This is an optimization exercise on Yosys and OpenROAD, whose aim is small area, a short achievable clock period and few clock cycles, not a production implementation.
The RTL was checked by simulation tests, not by an equivalence proof against the original design.
Power figures rest on the tool's default switching activity, not on a simulated workload.

Design adder, start of the top module:
module adder(
    input clk,
    input reset,
    input [31:0] a,
    input [31:0] b,
    input available,
    input [4:0] exception_f,
    output [31:0] sum,
    output done
    );
    wire [7:0] ae = a[30:23];
    wire [7:0] be = b[30:23];
    wire [7:0] eg = ae & ~be;
    wire [7:0] ek = ae | ~be;
    wire eg0 = eg[1] | ((ek[1] & ae[0]) & ~be[0]);
    wire ep0 = ek[1] & ek[0];
    wire eg1 = eg[2] | ((ek[2] & ae[1]) & ~be[1]);
    wire ep1 = ek[2] & ek[1];
    wire eg2 = eg[3] | ((ek[3] & ae[2]) & ~be[2]);
    wire ep2 = ek[3] & ek[2];
    wire eg3 = eg[4] | ((ek[4] & ae[3]) & ~be[3]);
    wire ep3 = ek[4] & ek[3];
    wire eg4 = eg[5] | ((ek[5] & ae[4]) & ~be[4]);
    wire ep4 = ek[5] & ek[4];
    wire eg5 = eg[6] | ((ek[6] & ae[5]) & ~be[5]);
    wire ep5 = ek[6] & ek[5];
    wire eg6 = eg[7] | ((ek[7] & ae[6]) & ~be[6]);
    wire ep6 = ek[7] & ek[6];
    wire eg7 = eg1 | ((ep1 & ae[0]) & ~be[0]);
    wire ep7 = ep1 & ek[0];
    wire eg8 = eg2 | (ep2 & eg0);
    wire ep8 = ep2 & ep0;
    wire eg9 = eg3 | (ep3 & eg1);
    wire ep9 = ep3 & ep1;
    wire eg10 = eg4 | (ep4 & eg2);
    wire ep10 = ep4 & ep2;
    wire eg11 = eg5 | (ep5 & eg3);
    wire ep11 = ep5 & ep3;
    wire eg12 = eg6 | (ep6 & eg4);
    wire ep12 = ep6 & ep4;
    wire eg13 = eg9 | ((ep9 & ae[0]) & ~be[0]);
    wire ep13 = ep9 & ek[0];
    wire eg14 = eg10 | (ep10 & eg0);
    wire ep14 = ep10 & ep0;
    wire eg15 = eg11 | (ep11 & eg7);
    wire ep15 = ep11 & ep7;
    wire eg16 = eg12 | (ep12 & eg8);
    wire ep16 = ep12 & ep8;
    wire co = eg16;
    wire [7:0] d;
    assign d[0] = ae[0] ^ be[0];
    wire dx1 = co ? ~(eg[0] | ek[0]) : eg[0];
    assign d[1] = ae[1] ^ (be[1] ^ dx1);
    wire dx2 = co ? ~(eg0 | ep0) : eg0;
    assign d[2] = ae[2] ^ (be[2] ^ dx2);
    wire dx3 = co ? ~(eg7 | ep7) : eg7;
    assign d[3] = ae[3] ^ (be[3] ^ dx3);
    wire dx4 = co ? ~(eg8 | ep8) : eg8;
    assign d[4] = ae[4] ^ (be[4] ^ dx4);
    wire dx5 = co ? ~(eg13 | ep13) : eg13;
    assign d[5] = ae[5] ^ (be[5] ^ dx5);
    wire dx6 = co ? ~(eg14 | ep14) : eg14;
    assign d[6] = ae[6] ^ (be[6] ^ dx6);
    wire dx7 = co ? ~(eg15 | ep15) : eg15;
  ...
clock: 4.0 ns
lec_check: 0
abc_area: 1
cap_margin: 20
core_margin: 2
core_utilization: 40
setup_slack_margin: 0.75
slew_margin: 20
standard.sh (not shown) runs the stock make flow with config.mk's settings and CLKGATE_MAP_FILE= SYNTH_SCRIPT=/design/flow/synth_recipe.tcl, a recipe that flattens the netlist after the stock synthesis.
==> flow/flow/run.sh <==
#!/bin/bash
# Standard layout with three changes:
#  - the I/O port buffers are a plain buffer cell instead of the delay cell
#    the resizer picks by default;
#  - clock tree synthesis adds no dummy loads;
#  - synthesis is standard.sh's, except that ABC maps the logic with
#    flow/abc.script (ABC does not touch the registers).
set -e
export BUFFER_PORTS_ARGS="-buffer_cell sky130_fd_sc_hd__buf_1"
export CTS_ARGS="-sink_clustering_enable -repair_clock_nets -dont_use_dummy_load -buf_list {sky130_fd_sc_hd__clkbuf_4 sky130_fd_sc_hd__clkbuf_8}"
export FLOW_ABC_SCRIPT=$PWD/flow/abc.script
sed "s#SYNTH_SCRIPT=[^ ]*#SYNTH_SCRIPT=$PWD/flow/synth_wrap.tcl#" standard.sh > own_synth.sh
bash own_synth.sh synth > synth.log 2>&1
bash standard.sh > standard.log 2>&1
==> flow/flow/abc.script <==
strash
dch -f
map -B 0.9
topo
stime -c
buffer -c
upsize -c
dnsize -c
==> flow/flow/synth_wrap.tcl <==
# synth_recipe.tcl with one change: ABC maps with the script named by
# FLOW_ABC_SCRIPT (flow/abc.script) instead of the flow default.
proc synth {args} { yosys synth -nofsm -noshare {*}$args }
# run ABC with the script named by FLOW_ABC_SCRIPT instead of the flow's own
proc abc {args} {
  set i [lsearch -exact $args -script]
  if {$i >= 0 && [info exists ::env(FLOW_ABC_SCRIPT)]} {
    set args [lreplace $args [expr {$i + 1}] [expr {$i + 1}] $::env(FLOW_ABC_SCRIPT)]
  }
  yosys abc {*}$args
}
source $::env(SCRIPTS_DIR)/synth.tcl
# left out here: clear keep_hierarchy, flatten, clean up, hide names made inside functions, write 1_2_yosys.v
The starting point completed without violations.
Testbench counts at the start, summed over its fixed seeds: cycles 6,392.
Then changed:
==> flow/flow/run.sh (replaced) <==
#!/bin/bash
# Standard layout, with the I/O port buffers made from a plain buffer cell
# instead of the delay cell the resizer picks by default.
export BUFFER_PORTS_ARGS="-buffer_cell sky130_fd_sc_hd__buf_1"
bash standard.sh > standard.log 2>&1
- CTS_BUF_LIST: default -> sky130_fd_sc_hd__clkbuf_4 sky130_fd_sc_hd__clkbuf_8
removed: flow/flow/abc.script
removed: flow/flow/synth_wrap.tcl
What happened: The changed run ran to the end with no violations; total power grows by 2.7%; combinational power shrinks by about 9%; synthesized area decreases by 4.0%; wire length goes down by 4.5%; via count came out lower by 3.6%; design area goes down by 3.7%; clock-buffer cell count is unchanged; setup slack gets better by 0.13 ns.
Then changed:
==> flow/flow/run.sh (replaced) <==
#!/bin/bash
# Standard layout with two changes:
#  - the I/O port buffers are a plain buffer cell instead of the delay cell
#    the resizer picks by default;
#  - clock tree synthesis adds no dummy loads.
export BUFFER_PORTS_ARGS="-buffer_cell sky130_fd_sc_hd__buf_1"
export CTS_ARGS="-sink_clustering_enable -repair_clock_nets -dont_use_dummy_load -buf_list {sky130_fd_sc_hd__clkbuf_4 sky130_fd_sc_hd__clkbuf_8}"
bash standard.sh > standard.log 2>&1
- CTS_BUF_LIST: sky130_fd_sc_hd__clkbuf_4 sky130_fd_sc_hd__clkbuf_8 -> default
- SETUP_SLACK_MARGIN: 0.75 -> 0.9
Outcome: Core utilization went up by 0.67 points. Count of clock-buffer cells in the layout stays the same. Power went down by 4.8%. Flip-flop and latch count is unchanged. Fmax stays flat. Area after synthesis stays the same.
Then changed:
==> flow/flow/run.sh (replaced) <==
#!/bin/bash
# Standard layout, with the I/O port buffers made from a plain buffer cell
# instead of the delay cell the resizer picks by default.
export BUFFER_PORTS_ARGS="-buffer_cell sky130_fd_sc_hd__buf_1"
bash standard.sh > standard.log 2>&1
- CTS_BUF_LIST: default -> sky130_fd_sc_hd__clkbuf_4 sky130_fd_sc_hd__clkbuf_8
- SETUP_SLACK_MARGIN: 0.9 -> 0.85
Effect:
- power grows by 6.4%
- count of clock-buffer cells in the layout stays the same
- wire length shrinks by 2.6%
- worst setup slack degrades by 0.0099 ns
- synthesized area does not change
- maximum frequency shrinks by 0.32%
- sequential cell count is unchanged
- cell count is unchanged
- die area is unchanged
- design area stays flat

[static timing again, ports no longer ideal]
The flow's constraints put no driver on any port. The routed layouts listed below were extracted and timed again, unchanged, in two steps.
Step 1 sets driving cells, clkbuf_16 on the clock port and buf_2 on the other inputs (assumed; they add their load-dependent delay and slew).
Step 2, shift: input delay + t, output delay - t, t = (earliest + latest rising clock arrival at the registers) / 2. This alone moves slack from input paths to output paths.
Slacks: ideal ports / drivers / drivers and shift; pairs: ideal ports / drivers.
run	t (ns)	setup slack, ns	worst setup path after step 2	slew at the worst register clock pin (ns)	pins driven straight from the clock port
the first run	0.312	0.743 / 0.712 / 0.750	input to register	0.08 / 0.08	1
the second run	0.320	0.870 / 0.840 / 0.711	input to register	0.09 / 0.09	1
the third run	0.321	0.864 / 0.834 / 0.782	input to register	0.09 / 0.09	1
the fourth run	0.319	0.854 / 0.824 / 0.811	input to register	0.09 / 0.09	1
After both steps setup and hold are still met in every run listed. The setup slack of the second run, which loses most, moves by -0.030 ns with the drivers and by -0.159 ns with both steps.
